From an optimization exercise on the open Yosys and OpenROAD flow, aimed at small area, a short achievable clock period and few clock cycles per item; shortcuts taken in it are not production practice.
Function was checked by simulation only, so behaviour that the tests miss may differ from the original.

==> flow/design.v <==
module Squarer(a, b);	
	input [6:0] a;
	output [6:0] b;
	assign b[0] = a[0];
	assign b[1] = a[4];
	assign b[2] = a[4] ^ a[1];
	assign b[3] = a[5];
	assign b[4] = a[5] ^ a[2];
	assign b[5] = a[6];
	assign b[6] = a[6] ^ a[3];
endmodule 
module Mastrovito7(a, b, c);
	input [6:0] a, b;
	output [6:0] c;
	assign c[0] = (a[0] & b[0]) ^ (a[1] & b[6]) ^ (a[2] & b[5]) ^ (a[3] & b[4]) ^ (a[4] & b[3]) ^ (a[5] & b[2]) ^ (a[6] & b[1]);
	assign c[1] = (a[0] & b[1]) ^ (a[1] & b[0]) ^ (a[1] & b[6]) ^ (a[2] & b[5]) ^ (a[2] & b[6]) ^ (a[3] & b[4]) ^ (a[3] & b[5]) ^ (a[4] & b[3]) ^ (a[4] & b[4]) ^ (a[5] & b[2]) ^ (a[5] & b[3]) ^ (a[6] & b[1]) ^ (a[6] & b[2]);
	assign c[2] = (a[0] & b[2]) ^ (a[1] & b[1]) ^ (a[2] & b[0]) ^ (a[2] & b[6]) ^ (a[3] & b[5]) ^ (a[3] & b[6]) ^ (a[4] & b[4]) ^ (a[4] & b[5]) ^ (a[5] & b[3]) ^ (a[5] & b[4]) ^ (a[6] & b[2]) ^ (a[6] & b[3]);
	assign c[3] = (a[0] & b[3]) ^ (a[1] & b[2]) ^ (a[2] & b[1]) ^ (a[3] & b[0]) ^ (a[3] & b[6]) ^ (a[4] & b[5]) ^ (a[4] & b[6]) ^ (a[5] & b[4]) ^ (a[5] & b[5]) ^ (a[6] & b[3]) ^ (a[6] & b[4]);
	assign c[4] = (a[0] & b[4]) ^ (a[1] & b[3]) ^ (a[2] & b[2]) ^ (a[3] & b[1]) ^ (a[4] & b[0]) ^ (a[4] & b[6]) ^ (a[5] & b[5]) ^ (a[5] & b[6]) ^ (a[6] & b[4]) ^ (a[6] & b[5]);
	assign c[5] = (a[0] & b[5]) ^ (a[1] & b[4]) ^ (a[2] & b[3]) ^ (a[3] & b[2]) ^ (a[4] & b[1]) ^ (a[5] & b[0]) ^ (a[5] & b[6]) ^ (a[6] & b[5]) ^ (a[6] & b[6]);
	assign c[6] = (a[0] & b[6]) ^ (a[1] & b[5]) ^ (a[2] & b[4]) ^ (a[3] & b[3]) ^ (a[4] & b[2]) ^ (a[5] & b[1]) ^ (a[6] & b[0]) ^ (a[6] & b[6]);
endmodule
module MastrovitoL7(a, b, c);
	input [6:0] a, b;
	output [6:0] c;
	assign c[0] = 1'b0;
	assign c[1] = (a[0] & b[1]) ^ (a[0] & b[4]) ^ (a[1] & b[0]) ^ (a[1] & b[3]) ^ (a[1] & b[6]) ^ (a[2] & b[2]) ^ (a[2] & b[5]) ^ (a[2] & b[6]) ^ (a[3] & b[1]) ^ (a[3] & b[4]) ^ (a[3] & b[5]) ^ (a[4] & b[0]) ^ (a[4] & b[3]) ^ (a[4] & b[4]) ^ (a[4] & b[6]) ^ (a[5] & b[2]) ^ (a[5] & b[3]) ^ (a[5] & b[5]) ^ (a[5] & b[6]) ^ (a[6] & b[1]) ^ (a[6] & b[2]) ^ (a[6] & b[4]) ^ (a[6] & b[5]);
	assign c[2] = (a[0] & b[1]) ^ (a[0] & b[2]) ^ (a[0] & b[4]) ^ (a[1] & b[0]) ^ (a[1] & b[1]) ^ (a[1] & b[3]) ^ (a[1] & b[6]) ^ (a[2] & b[0]) ^ (a[2] & b[2]) ^ (a[2] & b[5]) ^ (a[3] & b[1]) ^ (a[3] & b[4]) ^ (a[3] & b[6]) ^ (a[4] & b[0]) ^ (a[4] & b[3]) ^ (a[4] & b[5]) ^ (a[4] & b[6]) ^ (a[5] & b[2]) ^ (a[5] & b[4]) ^ (a[5] & b[5]) ^ (a[5] & b[6]) ^ (a[6] & b[1]) ^ (a[6] & b[3]) ^ (a[6] & b[4]) ^ (a[6] & b[5]);
	assign c[3] = (a[0] & b[3]) ^ (a[0] & b[5]) ^ (a[1] & b[2]) ^ (a[1] & b[4]) ^ (a[2] & b[1]) ^ (a[2] & b[3]) ^ (a[3] & b[0]) ^ (a[3] & b[2]) ^ (a[3] & b[6]) ^ (a[4] & b[1]) ^ (a[4] & b[5]) ^ (a[4] & b[6]) ^ (a[5] & b[0]) ^ (a[5] & b[4]) ^ (a[5] & b[5]) ^ (a[5] & b[6]) ^ (a[6] & b[3]) ^ (a[6] & b[4]) ^ (a[6] & b[5]) ^ (a[6] & b[6]);
	assign c[4] = (a[0] & b[2]) ^ (a[0] & b[4]) ^ (a[0] & b[5]) ^ (a[1] & b[1]) ^ (a[1] & b[3]) ^ (a[1] & b[4]) ^ (a[2] & b[0]) ^ (a[2] & b[2]) ^ (a[2] & b[3]) ^ (a[2] & b[6]) ^ (a[3] & b[1]) ^ (a[3] & b[2]) ^ (a[3] & b[5]) ^ (a[3] & b[6]) ^ (a[4] & b[0]) ^ (a[4] & b[1]) ^ (a[4] & b[4]) ^ (a[4] & b[5]) ^ (a[4] & b[6]) ^ (a[5] & b[0]) ^ (a[5] & b[3]) ^ (a[5] & b[4]) ^ (a[5] & b[5]) ^ (a[6] & b[2]) ^ (a[6] & b[3]) ^ (a[6] & b[4]) ^ (a[6] & b[6]);
	assign c[5] = (a[0] & b[5]) ^ (a[0] & b[6]) ^ (a[1] & b[4]) ^ (a[1] & b[5]) ^ (a[2] & b[3]) ^ (a[2] & b[4]) ^ (a[3] & b[2]) ^ (a[3] & b[3]) ^ (a[4] & b[1]) ^ (a[4] & b[2]) ^ (a[5] & b[0]) ^ (a[5] & b[1]) ^ (a[5] & b[6]) ^ (a[6] & b[0]) ^ (a[6] & b[5]);
	assign c[6] = (a[0] & b[3]) ^ (a[1] & b[2]) ^ (a[2] & b[1]) ^ (a[3] & b[0]) ^ (a[3] & b[6]) ^ (a[4] & b[5]) ^ (a[4] & b[6]) ^ (a[5] & b[4]) ^ (a[5] & b[5]) ^ (a[6] & b[3]) ^ (a[6] & b[4]);
endmodule
module Inverse(a, b);
	input [6:0] a;
	output reg [6:0] b;
	always @(*) begin
		case (a)
			7'd0: b = 7'd0;
			7'd1: b = 7'd1;
			7'd2: b = 7'd65;
			7'd3: b = 7'd126;
			7'd4: b = 7'd97;
			7'd5: b = 7'd42;
			7'd6: b = 7'd63;
			7'd7: b = 7'd54;
			7'd8: b = 7'd113;
			7'd9: b = 7'd18;
			7'd10: b = 7'd21;
			7'd11: b = 7'd74;
			7'd12: b = 7'd94;
			7'd13: b = 7'd79;
			7'd14: b = 7'd27;
			7'd15: b = 7'd103;
			7'd16: b = 7'd121;
			7'd17: b = 7'd92;
			7'd18: b = 7'd9;
			7'd19: b = 7'd112;
			7'd20: b = 7'd75;
			7'd21: b = 7'd10;
			7'd22: b = 7'd37;
			7'd23: b = 7'd68;
			7'd24: b = 7'd47;
			7'd25: b = 7'd35;
			7'd26: b = 7'd102;
			7'd27: b = 7'd14;
			7'd28: b = 7'd76;
			7'd29: b = 7'd71;
			7'd30: b = 7'd114;
			7'd31: b = 7'd110;
			7'd32: b = 7'd125;
			7'd33: b = 7'd91;
			7'd34: b = 7'd46;
			7'd35: b = 7'd25;
			7'd36: b = 7'd69;
			7'd37: b = 7'd22;
			7'd38: b = 7'd56;
			7'd39: b = 7'd61;
			7'd40: b = 7'd100;
			7'd41: b = 7'd119;
			7'd42: b = 7'd5;
			7'd43: b = 7'd96;
			7'd44: b = 7'd83;
			7'd45: b = 7'd123;
			7'd46: b = 7'd34;
			7'd47: b = 7'd24;
			7'd48: b = 7'd86;
			7'd49: b = 7'd116;
			7'd50: b = 7'd80;
			7'd51: b = 7'd52;
			7'd52: b = 7'd51;
			7'd53: b = 7'd81;
			7'd54: b = 7'd7;
			7'd55: b = 7'd62;
			7'd56: b = 7'd38;
			7'd57: b = 7'd60;
			7'd58: b = 7'd98;
			7'd59: b = 7'd73;
			7'd60: b = 7'd57;
			7'd61: b = 7'd39;
			7'd62: b = 7'd55;
			7'd63: b = 7'd6;
			7'd64: b = 7'd127;
			7'd65: b = 7'd2;
			7'd66: b = 7'd108;
			7'd67: b = 7'd84;
			7'd68: b = 7'd23;
			7'd69: b = 7'd36;
			7'd70: b = 7'd77;
			7'd71: b = 7'd29;
			7'd72: b = 7'd99;
			7'd73: b = 7'd59;
			7'd74: b = 7'd11;
			7'd75: b = 7'd20;
			7'd76: b = 7'd28;
			7'd77: b = 7'd70;
			7'd78: b = 7'd95;
			7'd79: b = 7'd13;
			7'd80: b = 7'd50;
			7'd81: b = 7'd53;
			7'd82: b = 7'd122;
			7'd83: b = 7'd44;
			7'd84: b = 7'd67;
			7'd85: b = 7'd109;
			7'd86: b = 7'd48;
			7'd87: b = 7'd117;
			7'd88: b = 7'd104;
			7'd89: b = 7'd107;
			7'd90: b = 7'd124;
			7'd91: b = 7'd33;
			7'd92: b = 7'd17;
			7'd93: b = 7'd120;
			7'd94: b = 7'd12;
			7'd95: b = 7'd78;
			7'd96: b = 7'd43;
			7'd97: b = 7'd4;
			7'd98: b = 7'd58;
			7'd99: b = 7'd72;
			7'd100: b = 7'd40;
			7'd101: b = 7'd118;
			7'd102: b = 7'd26;
			7'd103: b = 7'd15;
			7'd104: b = 7'd88;
			7'd105: b = 7'd106;
			7'd106: b = 7'd105;
			7'd107: b = 7'd89;
			7'd108: b = 7'd66;
			7'd109: b = 7'd85;
			7'd110: b = 7'd31;
			7'd111: b = 7'd115;
			7'd112: b = 7'd19;
			7'd113: b = 7'd8;
			7'd114: b = 7'd30;
			7'd115: b = 7'd111;
			7'd116: b = 7'd49;
			7'd117: b = 7'd87;
			7'd118: b = 7'd101;
			7'd119: b = 7'd41;
			7'd120: b = 7'd93;
			7'd121: b = 7'd16;
			7'd122: b = 7'd82;
			7'd123: b = 7'd45;
			7'd124: b = 7'd90;
			7'd125: b = 7'd32;
			7'd126: b = 7'd3;
			7'd127: b = 7'd64;
			default: b = 7'd0;
		endcase
	end
endmodule
module PointAdder(point1, point2, den_inv, dbl, sum, x3_raw);
	input [13:0] point1;
	input [13:0] point2;
	input [6:0] den_inv;
	input dbl;
	output [13:0] sum;
	output [6:0] x3_raw;
	wire [6:0] x1 = point1[6:0];
	wire [6:0] y1 = point1[13:7];
	wire [6:0] x2 = point2[6:0];
	wire [6:0] y2 = point2[13:7];
	wire [6:0] num = y1 ^ (y2 & {7{~dbl}});
	wire [6:0] c = x1 & {7{dbl}};
	wire [6:0] q, c_sq, out;
	Mastrovito7 mult2(num, den_inv, q);
	wire [6:0] slope = q ^ c;
	Squarer square(slope, c_sq);
	wire [6:0] point3x = c_sq ^ slope ^ 7'b1 ^ ((x1 ^ x2) & {7{~dbl}});
	Mastrovito7 mult(slope, x1 ^ point3x, out);
	wire [6:0] point3y = out ^ point3x ^ y1;
	assign x3_raw = point3x;
	assign sum = (den_inv == 7'd0) ? 14'b0 : {point3y, point3x};
endmodule
module PointMultiplier(point, scalar, clk, start, result, done);
	input [13:0] point;
	input [6:0] scalar;
	input clk, start;
	output [13:0] result;
	output reg done;
	reg [13:0] cur;
	reg [13:0] acc;
	reg [6:0] ks;
	reg ph;
	reg accz;
	reg dbl;
	reg [6:0] invd;
	wire add_now = ks[0] & ~ph;           
	wire real_add = add_now & ~accz;      
	wire triv = add_now & accz;           
	wire last = (ks[6:1] == 6'b0);
	wire acc_zero = (acc == 14'b0);
	wire [13:0] unit_out;
	wire [6:0] x3_raw;
	PointAdder unit(cur, acc, invd, dbl, unit_out, x3_raw);
	assign result = acc;
	wire accz_n = ~triv & acc_zero;
	wire ks1_n = real_add ? ks[0] : ks[1];
	wire dbl_n = ~(ks1_n & ~real_add & ~accz_n);
	wire [6:0] den_add = accz ? cur[6:0] : acc[6:0];
	wire [6:0] den_n = real_add ? cur[6:0] : (x3_raw ^ (den_add & {7{~dbl_n}}));
	wire [6:0] invd_n;
	Inverse inv_next(start ? point[6:0] : den_n, invd_n);
	always @(posedge clk) begin
		invd <= invd_n;
		if (start) begin
			cur <= point;
			ks <= scalar;
			ph <= 1'b0;
			accz <= 1'b1;
			dbl <= 1'b1;
		end else begin
			ph <= real_add;
			accz <= accz_n;
			dbl <= dbl_n;
			if (!real_add) begin
				cur <= unit_out;
				ks <= ks >> 1;
			end
		end
	end
	always @(posedge clk) begin
		if (start) begin
			acc <= 14'b0;
			done <= 1'b0;
		end else if (!done) begin
			if (ks == 7'b0) begin
				done <= 1'b1;
			end else begin
				if (triv) acc <= cur;
				if (real_add) acc <= unit_out;
				if ((add_now & last) | (~real_add & (cur[6:0] == 7'b0)))
					done <= 1'b1;
			end
		end
	end
endmodule
==> flow/flow/run.sh <==
#!/bin/bash
# Layout flow: the standard flow, except that the synthesis's final
# technology mapping (ABC) runs flow/abc.script (Yosys's default ABC script
# for a liberty library, with a relaxed delay target for area recovery)
# instead of ORFS's abc_speed/abc_area script, and the half/full-adder
# extraction is off (this design is XOR logic, not arithmetic).
# Everything before ABC (and so every register, its name and cell) is
# the standard synthesis (synth_recipe.tcl); everything after synthesis
# is standard.sh. Logs: synth.log, layout.log.
set -euo pipefail
W=$(pwd)
export MY_ABC_D=$(cat "$W/flow/abc_d.txt" 2>/dev/null || echo 4000)
export MY_ABC_SCRIPT="$W/flow/abc.script"
make -C "$FLOW_HOME" DESIGN_CONFIG="$W/config.mk" WORK_HOME="$W/orfs" CLKGATE_MAP_FILE= \
  SYNTH_SCRIPT="$W/flow/my_synth.tcl" ADDER_MAP_FILE= synth > "$W/synth.log" 2>&1
bash "$W/standard.sh" > "$W/layout.log" 2>&1
==> flow/flow/abc.script <==
strash; &get -n; &fraig -x; &put; dc2; strash; &get -n; &dch -f; &nf -R 20 {D}; &put; buffer; upsize {D}; dnsize {D}; stime -p
==> flow/flow/abc_d.txt <==
4000
==> flow/flow/my_synth.tcl <==
proc synth {args} { yosys synth -nofsm -noshare {*}$args }
# Same synthesis as synth_recipe.tcl, but the final technology mapping uses
# Yosys's default ABC script with the delay target from MY_ABC_D (ps).
proc abc {args} {
  set keep {}
  set i 0
  while {$i < [llength $args]} {
    set a [lindex $args $i]
    if {$a eq "-script" || $a eq "-D"} {
      incr i 2
      continue
    }
    lappend keep $a
    incr i
  }
  if {[info exists ::env(MY_ABC_SCRIPT)] && $::env(MY_ABC_SCRIPT) ne ""} {
    lappend keep -script $::env(MY_ABC_SCRIPT)
  }
  yosys abc {*}$keep -D [expr {[info exists ::env(MY_ABC_D)] ? $::env(MY_ABC_D) : 4000}]
}
source $::env(SCRIPTS_DIR)/synth.tcl
# left out here: clear keep_hierarchy, flatten, clean up, hide names made inside functions, write 1_2_yosys.v
==> flow/standard.sh <==
#!/bin/bash
# synth_recipe.tcl (not shown) runs the flow's synth.tcl, then flattens the netlist and writes it again
# the make line also repeats each setting of config.mk as NAME=value (left out here)
make -C /OpenROAD-flow-scripts/flow DESIGN_CONFIG=/design/flow/config.mk WORK_HOME=/design/flow/orfs CLKGATE_MAP_FILE= SYNTH_SCRIPT=/design/flow/synth_recipe.tcl "${@:-finish}"
==> flow/config.mk <==
export PLATFORM = sky130hd
export DESIGN_NAME = PointMultiplier
export DESIGN_NICKNAME = PointMultiplier
export VERILOG_FILES = /design/flow/design.v
export SDC_FILE = /design/flow/constraint.sdc
export NUM_CORES = 4
export LEC_CHECK = 0
export CAP_MARGIN = 20
export CORE_MARGIN = 2
export CORE_UTILIZATION = 55
export SETUP_SLACK_MARGIN = 2.5
export SLEW_MARGIN = 20
==> flow/constraint.sdc <==
create_clock -name core_clock -period 8.0 [get_ports {clk}]
set_input_delay 1.6000 -clock core_clock [delete_from_list [all_inputs] [get_ports {clk}]]
set_output_delay 1.6000 -clock core_clock [all_outputs]
set_load 0.01 [all_outputs]
==> reports/metrics.csv, run 1 <==
metric,value,unit
status,timing/DRC/antenna clean,
Unique masters post-synth,56,
die area,10800,µm²
synthesized cell area,5510,µm²
die width,104,µm
DR WL met3,1880,µm
Crit Reg-Reg Startpoint,dbl$_SDFF_PP1_,
worst endpoint data arrival time,5.37,ns
reg-to-reg endpoint,invd[4]$_DFF_P_,
first-pass GRT wire length,28400,µm
NumNets Final,791,
Hold Crit Class,register to register,
core box area,9730,µm²
proportion of layout cells with a drive suffix above 1,7.93,%
"FF+latch count, synth",46,
"commonest non-fill, non-tap cell in the layout",nand2_1,
largest net degree at the start of global routing,66,
worst-margin pin slew,1.06,ns
initial antenna violation count,0,
Hold Path Depth,2,
max layer used,met4,
sequential share of the synthesized area,20.5,%
"Async S/R FF share, synth",0,%
unrepaired setup endpoints after global routing,true,
Hold Buf Count CTS,0,
Post-Synth XOR/XNOR Area,28.2,%
ys flop type,dfxtp_1,
share of the synthesized area in the top cell type,16.4,%
Area growth syn-to-layout,10.1,%
Yosys Warn Count,2,
clk buf depth,2,
Final Max Tran Viols,0,
hold endpoint,acc[1]$_SDFFE_PP0P_,
most frequent cells in the layout,"nand2_1, xnor2_1, nor2_1",
CTS H-tree depth,2,
Rows,36,
HPWL after DPL,13100,µm
Place WS,2.67,ns
Tmin final,5.18,ns
fin crit share,64.8,%
reg2reg path depth,19,
DRT iter0 DRCs,669,
met2 WL post-DR,8050,µm
syn_area_per_cell,7.25,µm²
grt ovf,0,
GRT Total Usage,32.4,%
CTS Buf Count,5,
Compound-Gate Fraction of Synth Area,21.1,%
Syn Nets,783,
drt drc,0,
final core occ,62.4,%
cell taking the most area after synthesis,xnor2_1,
TritonRoute pass-1 iters,6,
# clock sinks,46,
vias per cell,6.31,
Hold Crit Start,acc[1]$_SDFFE_PP0P_,
count of input and output buffers,37,
Detailed Route WL,17700,µm
Starting Density,56.7,%
"top cells by area, synth","xnor2_1, edfxtp_1, dfxtp_1, nand2_1, nor2_1",
largest family of logic cells by synthesized area,XOR/XNOR gates,
Non-Filler Instances,902,
Vias,5689,
TritonCTS clock tree,built,
io pins,38,
endpoints failing setup,0,
wire length per cell,19.6,µm
"Reg clk slew, reported paths",0.09,ns
Setup crit end kind,register,
clk_skew,0.0209,ns
post-synthesis simple-gate area fraction,23.6,%
Final GP Congestion,1.05,
clock latency (worst-skew pair),0.31,ns
final hold vios,0,
R2R Setup Slk,2.82,ns
Antenna diodes,0,
Slew Limit Headroom,29.1,%
root buf cell,clkbuf_8,
WP data required,8.19,ns
vias in the first global route,5317,
Achievable Freq,193,MHz
number of enable flip-flop cells after synthesis,21,
# Max-Cap Violations,0,
post-route ant nets,0,
worst setup margin,2.82,ns
Cells after Synth,760,
setup TNS,0,ns
Post-DP Area,5940,µm²
Final Cell Area,6070,µm²
post-synthesis mux area share,2.13,%
wl on met1,7120,µm
crit path launch type,register,
Die H,104,µm
adder-cell share of the synthesized area,0,%
Crit Path Max Fanout,23,
Cells after DPL,894,
Setup CP Type,register to register,
[state kept, by name (all words and copies together) (netlist names)]
name	cells
ph	1
acc	14
dbl	1
done	1
ks	7
cur	14
invd	7
accz	1
[cell usage after synthesis, types with 3 or more instances]
library cell  count
a211oi_1          9
a21oi_1          57
a221oi_1         12
a31oi_1           9
and2_1            5
buf_2             6
buf_4             3
clkbuf_1         35
dfxtp_1          25
edfxtp_1         21
inv_1            15
mux2_2            6
mux2i_1           5
nand2_1         124
nand2_2           3
nand2b_1         10
nand3_1          12
nor2_1           96
nor2b_1          12
nor2b_2           3
nor3_1           21
nor4_1            4
o211ai_1          3
o21ai_0          48
o21ai_1          14
o221ai_1          3
o31a_1            5
o31ai_1           8
o32ai_1           3
xnor2_1         103
xnor2_2          17
xor2_1           28
[how the worst max path moves through the flow]
stage / from / to / slack [ns] / cells past startpoint
after floorplan: acc[8]$_SDFFE_PP0P_ / invd[6]$_DFF_P_ / 3.96 / 19
after global placement: dbl$_SDFF_PP1_ / invd[5]$_DFF_P_ / 2.62 / 17
after detailed placement: dbl$_SDFF_PP1_ / invd[5]$_DFF_P_ / 2.67 / 16
after CTS: dbl$_SDFF_PP1_ / invd[5]$_DFF_P_ / 2.63 / 16
after global routing: dbl$_SDFF_PP1_ / invd[4]$_DFF_P_ / 2.47 / 19
final: dbl$_SDFF_PP1_ / invd[4]$_DFF_P_ / 2.82 / 19
[area by class of cell]
| type | instances | area (µm²) |
|---|---|---|
| multi-input cells | 654 | 4170 |
| fillers | 908 | 3660 |
| flip-flops and latches | 46 | 1130 |
| repair buffers | 46 | 433 |
| well taps | 133 | 166 |
| clock buffers | 5 | 68.8 |
| inverters | 15 | 56.3 |
| clock inverters | 3 | 40.0 |
[cells by family (layout without fill, tap and decap cells)]
family / Yosys count / after routing
simple gates: 301 / 301
compound gates: 188 / 188
xor+xnor: 154 / 154
buf+inv: 60 / 69
flops: 46 / 46
mux: 11 / 11
[worst max-delay path, cell delays in order (launching register included)]
cell and delay [ns]:
dfxtp_2 0.61, nor2b_1 0.13, xnor2_1 0.47, nand2_1 0.13
xor2_1 0.19, xnor2_1 0.16, xnor3_2 0.56, xor2_2 0.25
xnor2_2 0.37, mux2i_1 0.37, o31a_1 0.48, nand2_2 0.18
nand3_1 0.19, nand2_1 0.13, o21ai_1 0.25, a21oi_1 0.06
o21ai_0 0.22, o21ai_0 0.14, nand2_1 0.11, o21ai_1 0.06
[per-layer routing]
layer	vias to the layer above	track usage, %
met5	-	0
met4	0	11.4
met3	62	5.33
met2	388	52.4
met1	2603	43.9
li1	2636	-
[through the flow]
step	hold slack, ns
floorplan	0.520
global placement	0.532
detailed placement	0.552
CTS	0.567
global route	0.601
finish	0.572
[repair_timing]
item	in CTS	in global routing
setup endpoints to repair	0	15
setup buffers	0	0
gates resized for setup	0	4
Testbench counts, summed over its fixed seeds: cycles 3,246, items 384.
==> run 2, diff against run 1 <==
--- a/flow/config.mk
+++ b/flow/config.mk
@@ -9,4 +9,4 @@
 export CORE_MARGIN = 2
 export CORE_UTILIZATION = 55
-export SETUP_SLACK_MARGIN = 2.5
+export SETUP_SLACK_MARGIN = 2
 export SLEW_MARGIN = 20
==> reports/metrics.csv, run 2 <==
metric,value,unit
Tmin final,5.28,ns
cell taking the most area after synthesis,xnor2_1,
largest family of logic cells by synthesized area,XOR/XNOR gates,
syn_area_per_cell,7.25,µm²
root buf cell,clkbuf_8,
unrepaired setup endpoints after global routing,false,
largest net degree at the start of global routing,66,
post-route ant nets,0,
commonest cells in the netlist,"nand2_1, xnor2_1, nor2_1, a21oi_1, o21ai_0",
Crit Path Max Fanout,23,
WP data required,8.18,ns
status,timing/DRC/antenna clean,
synthesized cell area,5510,µm²
ys flop type,dfxtp_1,
TritonCTS clock tree,built,
Achievable Freq,189,MHz
endpoints failing setup,0,
share of the synthesized area in the top cell type,16.4,%
grt ovf,0,
"Reg clk slew, reported paths",0.09,ns
Starting Density,56.7,%
top-count cell post-synth,nand2_1,
Compound-Gate Fraction of Synth Area,21.1,%
Top Registers,"acc (14), cur (14)",
Slew Limit Headroom,28.8,%
Post-CTS Setup Inserts,0,
count of input and output buffers,37,
TritonRoute pass-1 iters,5,
Antenna diodes,0,
most frequent cells in the layout,"nand2_1, xnor2_1, nor2_1",
post-synthesis simple-gate area fraction,23.6,%
proportion of layout cells with a drive suffix above 1,7.67,%
Final GP Congestion,1.05,
Unique masters post-synth,56,
final hold vios,0,
fin crit share,66.0,%
clk buf depth,2,
worst endpoint data arrival time,5.46,ns
# clock sinks,46,
Cells after DPL,894,
"Async S/R FF share, synth",0,%
Detailed Route WL,17600,µm
sequential share of the synthesized area,20.5,%
Yosys Warn Count,2,
drt drc,0,
# Max-Cap Violations,0,
final core occ,62.2,%
setup TNS,0,ns
DRT iter0 DRCs,742,
HPWL after DPL,13100,µm
Cells after Synth,760,
adder-cell share of the synthesized area,0,%
GRT Total Usage,32.4,%
NumNets Final,791,
die area,10800,µm²
clk_skew,0.0247,ns
"FF+latch count, synth",46,
CTS H-tree depth,2,
initial antenna violation count,0,
Post-Synth XOR/XNOR Area,28.2,%
Hold Crit Class,register to register,
Vias,5630,
"top cells by area, synth","xnor2_1, edfxtp_1, dfxtp_1, nand2_1, nor2_1",
first-pass GRT wire length,28400,µm
Final Max Tran Viols,0,
Setup crit end kind,register,
Syn Nets,783,
Die H,104,µm
Hold Buf Count CTS,0,
core box area,9730,µm²
worst-margin pin slew,1.07,ns
Rows,36,
vias per cell,6.24,
Setup CP Type,register to register,
number of enable flip-flop cells after synthesis,21,
"commonest non-fill, non-tap cell in the layout",nand2_1,
post-synthesis mux area share,2.13,%
Non-Filler Instances,902,
clock latency (worst-skew pair),0.32,ns
die width,104,µm
Area growth syn-to-layout,9.78,%
crit path launch type,register,
vias in the first global route,5317,
wire length per cell,19.5,µm
io pins,38,
CTS Buf Count,5,
## run 2: cell counts after synthesis
No cell type changed its count.
## run 2: critical path, stage by stage, from the launching register on
cell and delay, ns:
dfxtp_2 0.61, nor2b_1 0.11, xnor2_1 0.46, nand2_1 0.13, xnor2_1 0.18, xnor3_1 0.45
xnor2_2 0.39, xor2_2 0.21, xnor2_2 0.37, mux2i_1 0.37, o31a_1 0.50, nand2_2 0.19
nand3_1 0.19, nand2_1 0.13, o21ai_1 0.28, a21oi_1 0.06, o21ai_0 0.22, o21ai_0 0.14
nand2_1 0.11, o21ai_1 0.06
## run 2: cell families (layout without fill, tap and decap cells)
logic type	after synthesis	in the layout
simple gates	301	301
xor+xnor	154	154
compound gates	188	188
flops	46	46
mux	11	11
buf+inv	60	69
## run 2: area by class of cell
type / instances / area (µm²)
Timing Repair Buffer: 46 / 433
Tap cell: 133 / 166
Sequential cell: 46 / 1130
Inverter: 15 / 56.3
Multi-Input combinational cell: 654 / 4160
Clock inverter: 3 / 40.0
Clock buffer: 5 / 68.8
Fill cell: 908 / 3680
## run 2: final timing paths
path                        from                   to  slack, ns  cells after the start
min          acc[1]$_SDFFE_PP0P_  acc[1]$_SDFFE_PP0P_       0.57                      2
max               dbl$_SDFF_PP1_      invd[4]$_DFF_P_       2.72                     19
max reg2reg       dbl$_SDFF_PP1_      invd[4]$_DFF_P_       2.72                     19
min reg2reg  acc[1]$_SDFFE_PP0P_  acc[1]$_SDFFE_PP0P_       0.57                      2
## run 2: layer usage
layer	part of all wire, %	up-vias	GRT usage [%]
li1	-	2637	-
met1	41	2588	43.9
met2	46	356	52.4
met3	10	49	5.33
met4	3.6	0	11.4
met5	0	-	0
## run 2: through the flow
stage / worst slack [ns] / area, µm² / hold slack (ns)
after floorplan: 3.96 / 5510 / 0.520
after global placement: 2.62 / 5940 / 0.532
after detailed placement: 2.67 / 5940 / 0.552
after CTS: 2.63 / 6050 / 0.567
after global routing: 2.30 / 6050 / 0.601
final: 2.72 / 6050 / 0.568
## run 2: repair_timing
item	in CTS	in global routing
gates resized for setup	0	1
endpoints found under the setup margin	0	1
hold endpoints to repair	0	0
==> run 3, diff against run 2 <==
--- a/flow/config.mk
+++ b/flow/config.mk
@@ -9,4 +9,4 @@
 export CORE_MARGIN = 2
 export CORE_UTILIZATION = 55
-export SETUP_SLACK_MARGIN = 2
+export SETUP_SLACK_MARGIN = 4
 export SLEW_MARGIN = 20
==> reports/metrics.csv, run 3 <==
metric,value,unit
reg-to-reg endpoint,acc[8]$_SDFFE_PP0P_,
Crit Path Max Fanout,8,
Slew Limit Headroom,35.0,%
unrepaired setup endpoints after global routing,true,
Crit Reg-Reg Startpoint,dbl$_SDFF_PP1_,
Yosys Warn Count,2,
io pins,38,
Setup CP Type,register to register,
proportion of layout cells with a drive suffix above 1,33.5,%
Hold Path Depth,2,
setup TNS,0,ns
cell taking the most area after synthesis,xnor2_1,
CTS Buf Count,5,
status,timing/DRC/antenna clean,
post-route ant nets,0,
vias in the first global route,6030,
root buf cell,clkbuf_8,
hold_ws,0.561,ns
Rows,36,
drt drc,0,
Area growth syn-to-layout,43.1,%
first-pass GRT wire length,32600,µm
"Reg clk slew, reported paths",0.11,ns
NumNets Final,893,
vias per cell,6.94,
Syn Nets,783,
Vias,6963,
core box area,9730,µm²
initial antenna violation count,0,
number of enable flip-flop cells after synthesis,21,
worst-margin pin slew,0.975,ns
"top cells by area, synth","xnor2_1, edfxtp_1, dfxtp_1, nand2_1, nor2_1",
clock latency (worst-skew pair),0.31,ns
Tmin final,4.72,ns
fin crit share,59.0,%
clk buf depth,2,
Starting Density,56.7,%
top-count cell post-synth,nand2_1,
wire length per cell,25.3,µm
Hold Crit Class,register to register,
met2 Track Usage GR,57.8,%
commonest cells in the netlist,"nand2_1, xnor2_1, nor2_1, a21oi_1, o21ai_0",
final core occ,81.1,%
Hold Crit Start,done$_SDFF_PP0_,
die width,104,µm
worst setup margin,3.28,ns
count of input and output buffers,37,
Cells after Synth,760,
Setup crit end kind,register,
met3 usage,7.08,%
WP data required,8.17,ns
die area,10800,µm²
synthesized cell area,5510,µm²
Unique masters post-synth,56,
# clock sinks,46,
final hold vios,0,
Top Registers,"acc (14), cur (14)",
HPWL after DPL,13000,µm
"commonest non-fill, non-tap cell in the layout",nand2_1,
Place WS,2.70,ns
share of the synthesized area in the top cell type,16.4,%
Cells after DPL,893,
Die H,104,µm
Detailed Route WL,25400,µm
Final Cell Area,7890,µm²
R2R Setup Slk,3.28,ns
Post-DP Area,5960,µm²
hold endpoint,done$_SDFF_PP0_,
GRT Total Usage,37.2,%
Achievable Freq,212,MHz
worst endpoint data arrival time,4.89,ns
TritonRoute pass-1 iters,8,
Antenna diodes,0,
# Max-Cap Violations,0,
CTS H-tree depth,2,
DRT iter0 DRCs,1518,
Final Max Tran Viols,0,
ys flop type,dfxtp_1,
clk_skew,0.0199,ns
largest net degree at the start of global routing,66,
reg2reg path depth,21,
most frequent cells in the layout,"nand2_1, buf_4, xnor2_1",
endpoints failing setup,0,
Non-Filler Instances,1004,
sequential share of the synthesized area,20.5,%
crit path launch type,register,
"FF+latch count, synth",46,
"Async S/R FF share, synth",0,%
Final GP Congestion,0.987,
grt ovf,0,
met1 usage,49.2,%
grt peak-use layer,met2,
syn_area_per_cell,7.25,µm²
TritonCTS clock tree,built,
[run 3: final cells by class]
| cell class | instances | area, µm² |
|---|---|---|
| clock buffer | 5 | 68.8 |
| clock inverter | 3 | 28.8 |
| fill | 550 | 1840 |
| inverter | 15 | 61.3 |
| multi-input combinational | 654 | 5080 |
| sequential | 46 | 1150 |
| tap | 133 | 166 |
| timing repair buffer | 148 | 1330 |
[run 3: worst max-delay path by stage]
| stage | from | end | slack, ns | cells after the start |
|---|---|---|---|---|
| 4_1_cts | dbl$_SDFF_PP1_ | invd[5]$_DFF_P_ | 3.88 | 21 |
| 6_report | dbl$_SDFF_PP1_ | acc[8]$_SDFFE_PP0P_ | 3.28 | 21 |
| 5_1_grt | dbl$_SDFF_PP1_ | acc[8]$_SDFFE_PP0P_ | 3.19 | 22 |
| 3_5_place_dp | dbl$_SDFF_PP1_ | invd[0]$_DFF_P_ | 2.70 | 18 |
| 3_3_place_gp | dbl$_SDFF_PP1_ | invd[5]$_DFF_P_ | 2.70 | 17 |
| 2_1_floorplan | dbl$_SDFF_PP1_ | invd[3]$_DFF_P_ | 4.01 | 19 |
[run 3: cells by family (layout without fill, tap and decap cells)]
family	after synthesis	after routing	share of synthesized area, %
simple gates	301	301	23.6
compound gates	188	188	21.1
xor+xnor	154	154	28.2
buf+inv	60	171	4.43
flops	46	46	20.5
mux	11	11	2.13
[run 3: critical path, cell delays in order, from the launching register on]
cell,delay (ns)
dfxtp_4,0.49
nor2b_2,0.08
xnor2_2,0.24
buf_4,0.17
nand2_1,0.08
xor2_2,0.20
xnor2_2,0.25
xnor3_2,0.48
xor2_4,0.21
buf_12,0.16
xnor2_4,0.15
buf_6,0.14
xnor2_4,0.29
nand2b_4,0.13
xor2_1,0.29
xnor2_1,0.15
xnor2_1,0.39
a21oi_1,0.14
o21ai_1,0.16
a221oi_1,0.13
a21oi_1,0.18
nor2_1,0.06
[run 3: timing repair]
action / in CTS / in global routing
endpoints found under the setup margin: 21 / 21
hold buffers: 0 / 0
gates resized for setup: 121 / 96
setup buffers: 58 / 43
gates cloned: 2 / 0
pin swaps: 68 / 72
[run 3: layer usage]
layer  share of wire, %  up-vias
met5              0.024        -
met2                 42      759
met3                 14      268
met1                 34     3112
met4                9.9        2
li1                   -     2822
==> run 4, diff against run 3 <==
--- a/flow/config.mk
+++ b/flow/config.mk
@@ -9,4 +9,4 @@
 export CORE_MARGIN = 2
 export CORE_UTILIZATION = 55
-export SETUP_SLACK_MARGIN = 4
+export SETUP_SLACK_MARGIN = 3.5
 export SLEW_MARGIN = 20
==> reports/metrics.csv, run 4 <==
metric,value,unit
io pins,38,
NumNets Final,833,
Hold Crit Class,register to register,
commonest cells in the netlist,"nand2_1, xnor2_1, nor2_1, a21oi_1, o21ai_0",
worst setup margin,3.45,ns
count of input and output buffers,37,
status,timing/DRC/antenna clean,
fin crit share,56.8,%
"Async S/R FF share, synth",0,%
worst endpoint data arrival time,4.72,ns
Syn Nets,783,
Tmin final,4.55,ns
Setup crit end kind,register,
Die H,104,µm
most frequent cells in the layout,"nand2_1, xnor2_1, nor2_1",
ys flop type,dfxtp_1,
CTS H-tree depth,2,
vias per cell,6.49,
Vias,6127,
Rows,36,
CTS Buf Count,5,
die area,10800,µm²
Antenna diodes,0,
max incr delay on CP,0.50,ns
TritonRoute pass-1 iters,8,
"FF+latch count, synth",46,
clk_skew,0.0275,ns
Slew Limit Headroom,26.6,%
# Max-Cap Violations,0,
die width,104,µm
first-pass GRT wire length,29200,µm
"top cells by area, synth","xnor2_1, edfxtp_1, dfxtp_1, nand2_1, nor2_1",
worst-margin pin slew,1.10,ns
# clock sinks,46,
WP data required,8.17,ns
HPWL after DPL,13100,µm
Worst path slowest cell,xnor3_2,
crit path launch type,register,
"commonest non-fill, non-tap cell in the layout",nand2_1,
proportion of layout cells with a drive suffix above 1,17.9,%
number of enable flip-flop cells after synthesis,21,
DRT iter0 DRCs,874,
GRT Total Usage,33.4,%
clk buf depth,2,
cell taking the most area after synthesis,xnor2_1,
root buf cell,clkbuf_8,
Detailed Route WL,20100,µm
Top Registers,"acc (14), cur (14)",
wire length per cell,21.3,µm
Starting Density,56.7,%
"Reg clk slew, reported paths",0.09,ns
final hold vios,0,
Cells after Synth,760,
Achievable Freq,220,MHz
TritonCTS clock tree,built,
Crit Path Max Fanout,7,
syn_area_per_cell,7.25,µm²
# fillers,778,
Final Max Tran Viols,0,
synthesized cell area,5510,µm²
CP Cell Sequence,nor2b_2 -> xnor2_2 -> nand2_1 -> xnor2_1 -> xnor3_2 -> xnor2_4 -> xor2_4 -> buf_12 -> xnor2_4 -> xnor2_2 -> nor2b_1 -> xnor2_1 -> xnor2_1 -> xnor2_1 -> a21oi_1 -> o21ai_1 -> a221oi_1 -> a21oi_1 -> nor2_1,
Yosys Warn Count,2,
vias in the first global route,5375,
initial antenna violation count,0,
largest net degree at the start of global routing,66,
Hold Buf Count CTS,0,
grt ovf,0,
CP dominant cell by count,xnor2_1,
Unique masters post-synth,56,
sequential share of the synthesized area,20.5,%
hold_ws,0.564,ns
unrepaired setup endpoints after global routing,true,
Final GP Congestion,1.05,
share of the synthesized area in the top cell type,16.4,%
drt drc,0,
final core occ,70.6,%
top-count cell post-synth,nand2_1,
Place WS,2.67,ns
endpoints failing setup,0,
Setup CP Type,register to register,
Area growth syn-to-layout,24.5,%
core box area,9730,µm²
clock latency (worst-skew pair),0.32,ns
post-route ant nets,0,
setup TNS,0,ns
-- run 4: per-stage QoR --
stage,cells,instance area (µm²)
detailed placement,894,5940
finish,944,6870
floorplan,760,5510
global route,944,6870
CTS,910,6280
global placement,894,5940
-- run 4: layer usage --
metal	wire length, µm	up-vias	GRT usage (%)
li1	-	2726	-
met1	7610	2800	45.8
met2	9120	494	53.5
met3	2100	107	4.82
met4	1280	0	12.5
met5	0	-	0
-- run 4: timing repair --
action                                 CTS  global route
setup buffers                            8            32
endpoints found under the hold margin    0             0
cloned                                   0             2
setup endpoints to repair               21            18
pin swaps                                8            16
gates resized for setup                 25            55
-- run 4: logic make-up after synthesis --
group | count (synthesis) | share of synthesized area [%]
buffers and inverters | 60 | 4.43
XOR/XNOR | 154 | 28.2
multiplexers | 11 | 2.13
flip-flops | 46 | 20.5
AO/OA/AOI/OAI | 188 | 21.1
AND/OR/NAND/NOR | 301 | 23.6
-- run 4: worst max-delay path: cells and delay by family, from the launching register on --
family,cells,cell delay [ns]
compound gates,4,0.52
flops,1,0.47
xor+xnor,10,2.52
simple gates,4,0.73
buf+inv,1,0.15
-- run 4: layout make-up --
type / instances / area [µm²] / share of cell area, %
well taps: 133 / 166 / 2.42
multi-input cells: 654 / 4600 / 67.0
clock buffers: 5 / 68.8 / 1.00
clock inverters: 3 / 40.0 / 0.583
repair buffers: 88 / 791 / 11.5
flip-flops and latches: 46 / 1140 / 16.6
inverters: 15 / 56.3 / 0.820
-- run 4: path summary, 6_finish.rpt --
path | from | to | slack (ns) | depth (start not counted)
max reg2reg | acc[9]$_SDFFE_PP0P_ | acc[8]$_SDFFE_PP0P_ | 3.45 | 19
max | acc[9]$_SDFFE_PP0P_ | acc[8]$_SDFFE_PP0P_ | 3.45 | 19
min reg2reg | acc[8]$_SDFFE_PP0P_ | acc[8]$_SDFFE_PP0P_ | 0.56 | 2
min | acc[8]$_SDFFE_PP0P_ | acc[8]$_SDFFE_PP0P_ | 0.56 | 2
==> run 5, diff against run 4 <==
--- a/flow/config.mk
+++ b/flow/config.mk
@@ -9,4 +9,4 @@
 export CORE_MARGIN = 2
 export CORE_UTILIZATION = 55
-export SETUP_SLACK_MARGIN = 3.5
+export SETUP_SLACK_MARGIN = 3
 export SLEW_MARGIN = 20
==> reports/metrics.csv, run 5 <==
metric,value,unit
status,timing/DRC/antenna clean,
Rows,36,
share of the synthesized area in the top cell type,16.4,%
grt ovf,0,
clk_skew,0.0231,ns
Area growth syn-to-layout,13.3,%
Setup crit end kind,register,
"FF+latch count, synth",46,
fin crit share,59.8,%
crit path from,acc[11]$_SDFFE_PP0P_,
Final Max Tran Viols,0,
sequential share of the synthesized area,20.5,%
CTS Buf Count,5,
reg2reg path depth,20,
met2 Track Usage GR,52.4,%
cell taking the most area after synthesis,xnor2_1,
Hold Crit Class,register to register,
vias in the first global route,5310,
crit path launch type,register,
Crit Path Max Fanout,10,
CP dominant cell by count,nand2_1,
Die H,104,µm
root buf cell,clkbuf_8,
# Max-Cap Violations,0,
"top cells by area, synth","xnor2_1, edfxtp_1, dfxtp_1, nand2_1, nor2_1",
clk buf depth,2,
setup TNS,0,ns
CP Cell Sequence,nor2b_1 -> xnor2_2 -> buf_4 -> nand2_1 -> xnor2_1 -> xnor3_1 -> xnor2_4 -> xor2_4 -> xnor2_4 -> mux2i_2 -> o31a_2 -> nand2_2 -> nand3_1 -> nand2_1 -> o21ai_1 -> a21oi_1 -> o21ai_0 -> o21ai_0 -> nand2_1 -> o21ai_1,
io pins,38,
"commonest non-fill, non-tap cell in the layout",nand2_1,
clock latency (worst-skew pair),0.32,ns
WP data required,8.19,ns
Vias,5721,
top-count cell post-synth,nand2_1,
grt peak-use layer,met2,
vias per cell,6.29,
post-route ant nets,0,
Hold Crit Start,acc[1]$_SDFFE_PP0P_,
"Async S/R FF share, synth",0,%
Non-Filler Instances,909,
Starting Density,56.7,%
R2R Setup Slk,3.22,ns
Setup CP Type,register to register,
synthesized cell area,5510,µm²
GRT Total Usage,32.4,%
Yosys Warn Count,2,
unrepaired setup endpoints after global routing,false,
core box area,9730,µm²
count of input and output buffers,37,
drt drc,0,
reg-to-reg endpoint,invd[4]$_DFF_P_,
ys flop type,dfxtp_1,
Hold Path Depth,2,
hold endpoint,acc[1]$_SDFFE_PP0P_,
Crit Reg-Reg Startpoint,acc[11]$_SDFFE_PP0P_,
CTS H-tree depth,2,
Final GP Congestion,1.05,
Worst path slowest cell,xnor3_1,
largest net degree at the start of global routing,66,
Syn Nets,783,
met1 usage,43.6,%
worst endpoint data arrival time,4.97,ns
Top Registers,"acc (14), cur (14)",
first-pass GRT wire length,28300,µm
Slew Limit Headroom,26.4,%
Tmin final,4.78,ns
max incr delay on CP,0.49,ns
final core occ,64.2,%
TritonRoute pass-1 iters,8,
TritonCTS clock tree,built,
"Reg clk slew, reported paths",0.09,ns
Unique masters post-synth,56,
hold_ws,0.566,ns
final hold vios,0,
number of enable flip-flop cells after synthesis,21,
NumNets Final,798,
Achievable Freq,209,MHz
met3 usage,5.33,%
Cells after Synth,760,
syn_area_per_cell,7.25,µm²
HPWL after DPL,13100,µm
Detailed Route WL,18000,µm
proportion of layout cells with a drive suffix above 1,10.2,%
DRT iter0 DRCs,753,
# clock sinks,46,
Cells after DPL,894,
endpoints failing setup,0,
most frequent cells in the layout,"nand2_1, xnor2_1, nor2_1",
initial antenna violation count,0,
die area,10800,µm²
die width,104,µm
commonest cells in the netlist,"nand2_1, xnor2_1, nor2_1, a21oi_1, o21ai_0",
worst-margin pin slew,1.10,ns
Antenna diodes,0,
wire length per cell,19.8,µm
run 5: how the worst max path moves through the flow:
stage,slack [ns],endpoint
floorplan,3.96,invd[6]$_DFF_P_
global placement,2.62,invd[5]$_DFF_P_
detailed placement,2.67,invd[5]$_DFF_P_
CTS,3.01,invd[3]$_DFF_P_
global route,3.03,invd[4]$_DFF_P_
finish,3.22,invd[4]$_DFF_P_
run 5: cells by family after synthesis:
logic type | count (synthesis) | share of synthesized area (%)
compound gates | 188 | 21.1
simple gates | 301 | 23.6
mux | 11 | 2.13
xor+xnor | 154 | 28.2
flops | 46 | 20.5
buf+inv | 60 | 4.43
run 5: cell type report:
type	count	area (µm²)
Inverter	15	56.3
Tap cell	133	166
Multi-Input combinational cell	654	4280
Clock buffer	5	68.8
Sequential cell	46	1130
Clock inverter	3	40.0
Fill cell	880	3480
Timing Repair Buffer	53	502
run 5: stage by stage:
| step | worst slack [ns] | instance area (µm²) |
|---|---|---|
| 2_1_floorplan | 3.96 | 5510 |
| 3_3_place_gp | 2.62 | 5940 |
| 3_5_place_dp | 2.67 | 5940 |
| 4_1_cts | 3.01 | 6060 |
| 5_1_grt | 3.03 | 6240 |
| 6_report | 3.22 | 6240 |
run 5: repair_timing:
action	4_1_cts	5_1_grt
setup endpoints to repair	15	20
cloned	0	0
gates resized for setup	4	18
setup buffers	0	7
hold endpoints to repair	0	0
hold buffers	0	0
pin swaps	0	3
run 5: critical path: cells and delay by family, from the launching register on:
kind / cells / cell delay [ns]
xor gates and xnor gates: 6 / 1.66
AOI/OAI and AO/OA: 6 / 1.11
and+or+nand+nor: 6 / 0.92
DFF: 1 / 0.47
muxes: 1 / 0.33
buffers and inverters: 1 / 0.16
run 5: metal layers:
| metal | vias to the layer above | routed length (µm) |
|---|---|---|
| met1 | 2631 | 7230 |
| met2 | 381 | 8320 |
| met3 | 64 | 1850 |
| met4 | 0 | 599 |
| li1 | 2645 | - |
| met5 | - | 0 |
==> run 6, diff against run 5 <==
--- a/flow/flow/run.sh
+++ b/flow/flow/run.sh
@@ -7,5 +7,8 @@
 # Everything before ABC (and so every register, its name and cell) is
 # the standard synthesis (synth_recipe.tcl); everything after synthesis
-# is standard.sh. Logs: synth.log, layout.log.
+# is standard.sh, with the port buffers that global placement inserts made
+# of buf_1 cells (ORFS's BUFFER_PORTS_ARGS) instead of the resizer's pick,
+# clkdlybuf4s50_1; repair_design and repair_timing still resize them.
+# Logs: synth.log, layout.log.
 set -euo pipefail
 W=$(pwd)
@@ -14,3 +17,4 @@
 make -C "$FLOW_HOME" DESIGN_CONFIG="$W/config.mk" WORK_HOME="$W/orfs" CLKGATE_MAP_FILE= \
   SYNTH_SCRIPT="$W/flow/my_synth.tcl" ADDER_MAP_FILE= synth > "$W/synth.log" 2>&1
+export BUFFER_PORTS_ARGS="-buffer_cell sky130_fd_sc_hd__buf_1"
 bash "$W/standard.sh" > "$W/layout.log" 2>&1
==> reports/metrics.csv, run 6 <==
metric,value,unit
cell taking the most area after synthesis,xnor2_1,
count of input and output buffers,37,
reg2reg path depth,18,
CP dominant cell by count,nand2_1,
Rows,36,
number of enable flip-flop cells after synthesis,21,
Hold Crit Start,done$_SDFF_PP0_,
endpoints failing setup,0,
status,timing/DRC/antenna clean,
die width,104,µm
# Max-Cap Violations,0,
root buf cell,clkbuf_8,
# fillers,930,
Crit Path Max Fanout,23,
largest net degree at the start of global routing,66,
Tmin final,4.89,ns
CTS Buf Count,5,
"commonest non-fill, non-tap cell in the layout",nand2_1,
proportion of layout cells with a drive suffix above 1,8.32,%
Starting Density,56.7,%
CP Cell Sequence,nor2b_1 -> xnor2_2 -> nand2_1 -> xnor2_1 -> xnor3_1 -> xnor2_4 -> xor2_4 -> xnor2_4 -> xor2_1 -> nor2_1 -> o31ai_2 -> buf_4 -> nand2_1 -> nand2_1 -> nor2_1 -> a311oi_1 -> o22ai_1 -> o21ai_1,
Yosys Warn Count,2,
hold endpoint,done$_SDFF_PP0_,
CP Buf/Inv Count,1,
vias per cell,6.25,
io pins,38,
"CP delay by family, top",XOR/XNOR gates,
Slew Limit Headroom,26.6,%
drt drc,0,
Unique masters post-synth,56,
TritonCTS clock tree,built,
top-count cell post-synth,nand2_1,
worst endpoint data arrival time,5.11,ns
unrepaired setup endpoints after global routing,true,
Setup CP Type,register to register,
CTS H-tree depth,2,
R2R Setup Slk,3.11,ns
post-CTS resize count,3,
worst-margin pin slew,1.10,ns
Hold Crit Class,register to register,
Antenna diodes,0,
Area growth syn-to-layout,7.33,%
die area,10800,µm²
Post-CTS Setup Inserts,0,
post-route ant nets,0,
initial antenna violation count,0,
Achievable Freq,205,MHz
area of the multi-input gates,4250,µm²
GRT Total Usage,31.5,%
Seq. cell area,1130,µm²
clock latency (worst-skew pair),0.30,ns
TritonRoute pass-1 iters,6,
fin crit share,61.1,%
clk_skew,0.0117,ns
share of the synthesized area in the top cell type,16.4,%
Final Max Tran Viols,0,
HPWL after DPL,12800,µm
Top Registers,"acc (14), cur (14)",
wire length per cell,19.4,µm
Worst path slowest cell,xnor3_1,
commonest cells in the netlist,"nand2_1, xnor2_1, nor2_1, a21oi_1, o21ai_0",
first-pass GRT wire length,27700,µm
core box area,9730,µm²
ys flop type,dfxtp_1,
Final GP Congestion,1.02,
reg-to-reg endpoint,invd[4]$_DFF_P_,
max incr delay on CP,0.54,ns
Die H,104,µm
"Reg clk slew, reported paths",0.09,ns
clk buf depth,2,
syn_area_per_cell,7.25,µm²
vias in the first global route,5385,
final hold vios,0,
setup TNS,0,ns
Crit path depth,18,
grt ovf,0,
"Async S/R FF share, synth",0,%
"top cells by area, synth","xnor2_1, edfxtp_1, dfxtp_1, nand2_1, nor2_1",
synthesized cell area,5510,µm²
most frequent cells in the layout,"nand2_1, xnor2_1, nor2_1",
sequential share of the synthesized area,20.5,%
NumNets Final,791,
Crit Reg-Reg Startpoint,dbl$_SDFF_PP1_,
Detailed Route WL,17500,µm
DRT iter0 DRCs,740,
Hold Buf Count CTS,0,
Cells after Synth,760,
Setup crit end kind,register,
WP data required,8.22,ns
Syn Nets,783,
crit path launch type,register,
Hold Path Depth,2,
"FF+latch count, synth",46,
# clock sinks,46,
Vias,5638,
run 6: cell counts after synthesis:
No cell type changed its count.
run 6: kinds of logic (layout without fill, tap and decap cells):
kind of cell | after synthesis | after routing | share of synthesized area, %
AO/OA/AOI/OAI | 188 | 188 | 21.1
multiplexers | 11 | 11 | 2.13
flip-flops | 46 | 46 | 20.5
buffers and inverters | 60 | 69 | 4.43
AND/OR/NAND/NOR | 301 | 301 | 23.6
XOR/XNOR | 154 | 154 | 28.2
run 6: cell type report:
type | instances | share of cell area (%)
inverter | 15 | 0.952
timing repair buffer | 46 | 3.51
tap | 133 | 2.81
sequential | 46 | 19.2
multi-input combinational | 654 | 71.7
clock inverter | 1 | 0.508
clock buffer | 7 | 1.29
run 6: per-stage QoR:
stage / hold slack [ns] / cells / utilization (%) / setup WS (ns) / area [µm²]
floorplan: 0.520 / 760 / - / 3.96 / 5510
detailed placement: 0.545 / 894 / 58.8 / 2.57 / 5720
CTS: 0.556 / 902 / 59.9 / 3.02 / 5830
global placement: 0.532 / 894 / 58.8 / 2.60 / 5720
global route: 0.590 / 902 / 60.8 / 2.92 / 5920
finish: 0.552 / 902 / 60.8 / 3.11 / 5920
run 6: worst max path at each step:
stage                              startpoint               to  slack (ns)
after floorplan           acc[8]$_SDFFE_PP0P_  invd[6]$_DFF_P_        3.96
after global placement         dbl$_SDFF_PP1_  invd[4]$_DFF_P_        2.60
after detailed placement       dbl$_SDFF_PP1_  invd[6]$_DFF_P_        2.57
after CTS                      dbl$_SDFF_PP1_  invd[4]$_DFF_P_        3.02
after global routing           dbl$_SDFF_PP1_  invd[6]$_DFF_P_        2.92
final                          dbl$_SDFF_PP1_  invd[4]$_DFF_P_        3.11
run 6: layer usage:
metal	vias to the layer above	GRT usage [%]	wire length [µm]
met4	0	10.9	648
met1	2597	43.8	7220
met2	344	50.5	8060
li1	2633	-	-
met5	-	0	0
met3	64	4.01	1600
run 6: worst reg2reg max path, cell delays in order, from the launching register on:
cell      delay, ns
dfxtp_4        0.50
nor2b_1        0.12
xnor2_2        0.33
nand2_1        0.16
xnor2_1        0.24
xnor3_1        0.54
xnor2_4        0.34
xor2_4         0.18
xnor2_4        0.35
xor2_1         0.19
nor2_1         0.08
o31ai_2        0.23
buf_4          0.30
nand2_1        0.18
nand2_1        0.20
nor2_1         0.13
a311oi_1       0.41
o22ai_1        0.18
o21ai_1        0.17
==> run 7, diff against run 6 <==
--- a/flow/config.mk
+++ b/flow/config.mk
@@ -8,5 +8,5 @@
 export CAP_MARGIN = 20
 export CORE_MARGIN = 2
-export CORE_UTILIZATION = 55
+export CORE_UTILIZATION = 65
 export SETUP_SLACK_MARGIN = 3
 export SLEW_MARGIN = 20
==> reports/metrics.csv, run 7 <==
metric,value,unit
Syn Nets,783,
vias per cell,6.67,
endpoints failing setup,0,
sequential share of the synthesized area,20.5,%
CTS Buf Count,5,
unrepaired setup endpoints after global routing,true,
largest net degree at the start of global routing,66,
drt drc,0,
reg-to-reg endpoint,invd[3]$_DFF_P_,
Hold Buf Count CTS,0,
final hold vios,0,
max incr delay on CP,0.50,ns
"top cells by area, synth","xnor2_1, edfxtp_1, dfxtp_1, nand2_1, nor2_1",
Hold Crit Class,register to register,
core box area,8220,µm²
Detailed Route WL,17800,µm
clock latency (worst-skew pair),0.30,ns
# Max-Cap Violations,0,
Cells after Synth,760,
"Async S/R FF share, synth",0,%
CP dominant cell by count,nand2_1,
top-count cell post-synth,nand2_1,
Final Max Tran Viols,0,
reg2reg path depth,18,
clk_skew,0.00958,ns
Hold Path Depth,2,
grt ovf,0,
syn_area_per_cell,7.25,µm²
Yosys Warn Count,2,
CP Buf/Inv Count,1,
Crit Reg-Reg Startpoint,dbl$_SDFF_PP1_,
Top Registers,"acc (14), cur (14)",
Non-Filler Instances,876,
Area growth syn-to-layout,7.17,%
Vias,5845,
HPWL after DPL,13000,µm
Seq. cell area,1130,µm²
NumNets Final,793,
worst endpoint data arrival time,4.97,ns
Starting Density,67.1,%
most frequent cells in the layout,"nand2_1, xnor2_1, nor2_1",
hold_ws,0.589,ns
root buf cell,clkbuf_8,
Rows,33,
wire length per cell,20.3,µm
Slew Limit Headroom,26.9,%
first-pass GRT wire length,27400,µm
Tmin final,4.74,ns
cell taking the most area after synthesis,xnor2_1,
vias in the first global route,5459,
count of input and output buffers,37,
TritonRoute pass-1 iters,8,
"CP delay by family, top",XOR/XNOR gates,
hold endpoint,acc[1]$_SDFFE_PP0P_,
Unique masters post-synth,56,
synthesized cell area,5510,µm²
# clock sinks,46,
post-route ant nets,0,
"commonest non-fill, non-tap cell in the layout",nand2_1,
status,timing/DRC/antenna clean,
GRT Total Usage,38.3,%
Crit Path Max Fanout,23,
Setup crit end kind,register,
Die H,96.1,µm
crit path launch type,register,
"FF+latch count, synth",46,
WP data required,8.23,ns
TritonCTS clock tree,built,
R2R Setup Slk,3.26,ns
CTS H-tree depth,2,
worst-margin pin slew,1.10,ns
"Reg clk slew, reported paths",0.09,ns
final core occ,71.9,%
commonest cells in the netlist,"nand2_1, xnor2_1, nor2_1, a21oi_1, o21ai_0",
DRT iter0 DRCs,877,
fin crit share,59.3,%
die width,96.1,µm
number of enable flip-flop cells after synthesis,21,
io pins,38,
proportion of layout cells with a drive suffix above 1,8.95,%
Worst path slowest cell,dfxtp_4,
Final GP Congestion,1.00,
initial antenna violation count,0,
Achievable Freq,211,MHz
Hold Crit Start,acc[1]$_SDFFE_PP0P_,
clk buf depth,2,
die area,9230,µm²
area of the multi-input gates,4280,µm²
Cells after DPL,866,
Setup CP Type,register to register,
ys flop type,dfxtp_1,
setup TNS,0,ns
Antenna diodes,0,
# fillers,608,
share of the synthesized area in the top cell type,16.4,%
CP Cell Sequence,nor2b_1 -> xnor2_2 -> nand2_1 -> xnor2_1 -> xnor3_1 -> xnor2_4 -> xor2_4 -> xnor2_4 -> mux2i_1 -> o31ai_4 -> buf_4 -> nand2_1 -> nand2_1 -> nor2_2 -> a21oi_1 -> a221oi_1 -> nor3_1 -> a21oi_1,
## run 7: cell count changes in the layout (fill, tap and decap cells not counted), moves of 2 or more
cell      before  now
buf_4          9   11
xnor2_2       18   16
clkbuf_1       2    0
xnor2_4        4    6
## run 7: area by class of cell
cell class | instances | share of cell area [%]
clock buffer | 5 | 1.16
clock inverter | 3 | 0.275
inverter | 15 | 0.953
multi-input combinational | 654 | 72.4
sequential | 46 | 19.2
tap | 105 | 2.22
timing repair buffer | 48 | 3.77
## run 7: kinds of logic after synthesis
| kind of cell | count (synthesis) | synth area share [%] |
|---|---|---|
| buf+inv | 60 | 4.43 |
| flops | 46 | 20.5 |
| compound gates | 188 | 21.1 |
| simple gates | 301 | 23.6 |
| mux | 11 | 2.13 |
| xor+xnor | 154 | 28.2 |
## run 7: worst min-delay path: stages, from the launching register on
cell,delay (ns)
dfxtp_1,0.39
nand2_1,0.10
a21oi_1,0.06
## run 7: worst max path at each step
stage	from	to	cells past startpoint
4_1_cts	dbl$_SDFF_PP1_	invd[5]$_DFF_P_	16
3_5_place_dp	dbl$_SDFF_PP1_	invd[5]$_DFF_P_	16
3_3_place_gp	dbl$_SDFF_PP1_	invd[3]$_DFF_P_	19
6_report	dbl$_SDFF_PP1_	invd[3]$_DFF_P_	18
2_1_floorplan	acc[8]$_SDFFE_PP0P_	invd[6]$_DFF_P_	19
5_1_grt	dbl$_SDFF_PP1_	acc[8]$_SDFFE_PP0P_	18
## run 7: per-layer routing
layer	share of wire, %	routed length [µm]	track usage, %	vias to the layer above
met5	0	0	0	-
met4	5.8	1040	17.7	0
met3	11	2010	6.66	123
met2	46	8110	61.5	465
met1	37	6630	50.1	2623
li1	-	-	-	2634
## run 7: metrics by stage
stage | worst slack, ns | cell area (µm²)
2_1_floorplan | 3.96 | 5510
3_3_place_gp | 2.76 | 5690
3_5_place_dp | 2.66 | 5690
4_1_cts | 3.03 | 5790
5_1_grt | 2.92 | 5910
6_report | 3.26 | 5910
## run 7: timing repair
action                     4_1_cts  5_1_grt
buffers inserted                 0        2
gates resized for setup          4       15
pin swaps                        0        1
setup endpoints to repair       13       18
==> run 8, diff against run 7 <==
--- a/flow/config.mk
+++ b/flow/config.mk
@@ -8,5 +8,6 @@
 export CAP_MARGIN = 20
 export CORE_MARGIN = 2
-export CORE_UTILIZATION = 65
+export CORE_UTILIZATION = 55
+export PLACE_DENSITY = 0.8
 export SETUP_SLACK_MARGIN = 3
 export SLEW_MARGIN = 20
==> reports/metrics.csv, run 8 <==
metric,value,unit
Achievable Freq,211,MHz
first-pass GRT wire length,28300,µm
Cells after Synth,760,
worst-margin pin slew,1.12,ns
max incr delay on CP,0.59,ns
Hold Crit Class,register to register,
drt drc,0,
number of enable flip-flop cells after synthesis,21,
# fillers,894,
TritonCTS clock tree,built,
Starting Density,56.7,%
initial antenna violation count,0,
proportion of layout cells with a drive suffix above 1,9.56,%
CP dominant cell by count,nand2_1,
unrepaired setup endpoints after global routing,false,
Final Max Tran Viols,0,
CTS H-tree depth,2,
io pins,38,
commonest cells in the netlist,"nand2_1, xnor2_1, nor2_1, a21oi_1, o21ai_0",
GRT Total Usage,32.2,%
Syn Nets,783,
Setup crit end kind,register,
Top Registers,"acc (14), cur (14)",
clk buf depth,2,
endpoints failing setup,0,
synthesized cell area,5510,µm²
"top cells by area, synth","xnor2_1, edfxtp_1, dfxtp_1, nand2_1, nor2_1",
syn_area_per_cell,7.25,µm²
"commonest non-fill, non-tap cell in the layout",nand2_1,
largest net degree at the start of global routing,66,
NumNets Final,796,
Yosys Warn Count,2,
Worst path slowest cell,xnor3_2,
clk_skew,0.0139,ns
Setup CP Type,register to register,
grt ovf,0,
Post-DP Area,5720,µm²
"Async S/R FF share, synth",0,%
top-count cell post-synth,nand2_1,
share of the synthesized area in the top cell type,16.4,%
Crit Path Max Fanout,23,
vias per cell,6.37,
fin crit share,59.2,%
TritonRoute pass-1 iters,5,
status,timing/DRC/antenna clean,
core box area,9730,µm²
ys flop type,dfxtp_1,
crit path launch type,register,
# clock sinks,46,
sequential share of the synthesized area,20.5,%
Tmin final,4.73,ns
Place WS,2.62,ns
count of input and output buffers,37,
die width,104,µm
CTS Buf Count,5,
most frequent cells in the layout,"nand2_1, xnor2_1, nor2_1",
worst setup margin,3.27,ns
post-route ant nets,0,
die area,10800,µm²
Vias,5775,
"Reg clk slew, reported paths",0.09,ns
cell taking the most area after synthesis,xnor2_1,
CP Cell Sequence,nor2b_1 -> xnor2_2 -> nand2_1 -> xor2_1 -> xnor2_1 -> xnor3_2 -> xor2_4 -> xnor2_2 -> mux2i_2 -> o31a_2 -> nand2_1 -> nor2_1 -> nor2_1 -> o311ai_0 -> o32ai_1 -> nand2_1 -> o21ai_1,
"FF+latch count, synth",46,
run 8: cell types whose count changed in the layout (fill, tap and decap cells not counted), moves of 2 or more:
cell and delta:
xnor2_2 +2, buf_4 +3, o31ai_2 +2, xnor2_4 -2
run 8: per-stage QoR:
step / std cells / util (%) / hold WS (ns)
finish: 907 / 61.1 / 0.582
global route: 907 / 61.1 / 0.600
CTS: 902 / 59.7 / 0.577
detailed placement: 894 / 58.8 / 0.563
global placement: 894 / 58.8 / 0.536
floorplan: 760 / - / 0.520
run 8: cell families after synthesis:
logic type | count (synthesis) | share of synthesized area (%)
simple gates | 301 | 23.6
compound gates | 188 | 21.1
xor+xnor | 154 | 28.2
buf+inv | 60 | 4.43
flops | 46 | 20.5
mux | 11 | 2.13
run 8: path summary, 6_finish.rpt:
kind              slack, ns  depth (start not counted)                  end                start
setup reg to reg       3.27                         17      invd[1]$_DFF_P_       dbl$_SDFF_PP1_
hold / removal         0.58                          2  acc[1]$_SDFFE_PP0P_  acc[1]$_SDFFE_PP0P_
hold reg to reg        0.58                          2  acc[1]$_SDFFE_PP0P_  acc[1]$_SDFFE_PP0P_
setup / recovery       3.27                         17      invd[1]$_DFF_P_       dbl$_SDFF_PP1_
run 8: layout make-up:
class                   instances  area, µm²  area share [%]
multi-input cells             654       4260            71.7
flip-flops and latches         46       1130            19.1
repair buffers                 51        245            4.12
well taps                     133        166            2.80
clock buffers                   6       72.6            1.22
inverters                      15       56.3           0.947
clock inverters                 2       10.0           0.168
run 8: timing repair:
item	CTS	global route
setup endpoints to repair	13	20
cloned	0	0
pin swaps	0	2
setup buffers	0	5
hold buffers	0	0
resized for setup	4	14
run 8: layer usage:
layer	share of wire (%)	wire length, µm	GRT usage, %
met5	0	0	0
met4	5.0	893	13.6
met3	8.4	1500	3.32
met2	48	8510	55.1
met1	39	6990	41.3
run 8: tightest hold or removal path: stages, from the launching register on:
cell and delay [ns]:
dfxtp_1 0.39, nand2_1 0.09, a21oi_1 0.06

==> what the ideal ports hide <==
The flow's constraints put no driver on any port. The routed layouts listed below were extracted and timed again, unchanged, in two steps.
Step 1 sets driving cells, clkbuf_16 on the clock port and buf_2 on the other inputs (assumed; they add their load-dependent delay and slew).
Step 2 also shifts input and output timing later by t, the mid clock arrival at the registers, as if the neighbouring blocks saw the same clock.
Slacks: no drivers / after step 1 / after step 2; pairs: no drivers / after step 1.
run	t, ns	setup WS [ns]	cell pins on the clock port's net
run 1	0.337	2.817 / 2.817 / 2.817	1
run 2	0.338	2.721 / 2.721 / 2.721	1
run 3	0.336	3.283 / 3.283 / 3.283	1
run 4	0.341	3.453 / 3.453 / 3.453	1
run 5	0.339	3.217 / 3.217 / 3.217	1
run 6	0.327	3.111 / 3.111 / 3.111	1
run 7	0.325	3.259 / 3.259 / 3.259	1
run 8	0.330	3.266 / 3.266 / 3.266	1
After both steps every run listed still meets setup and hold.
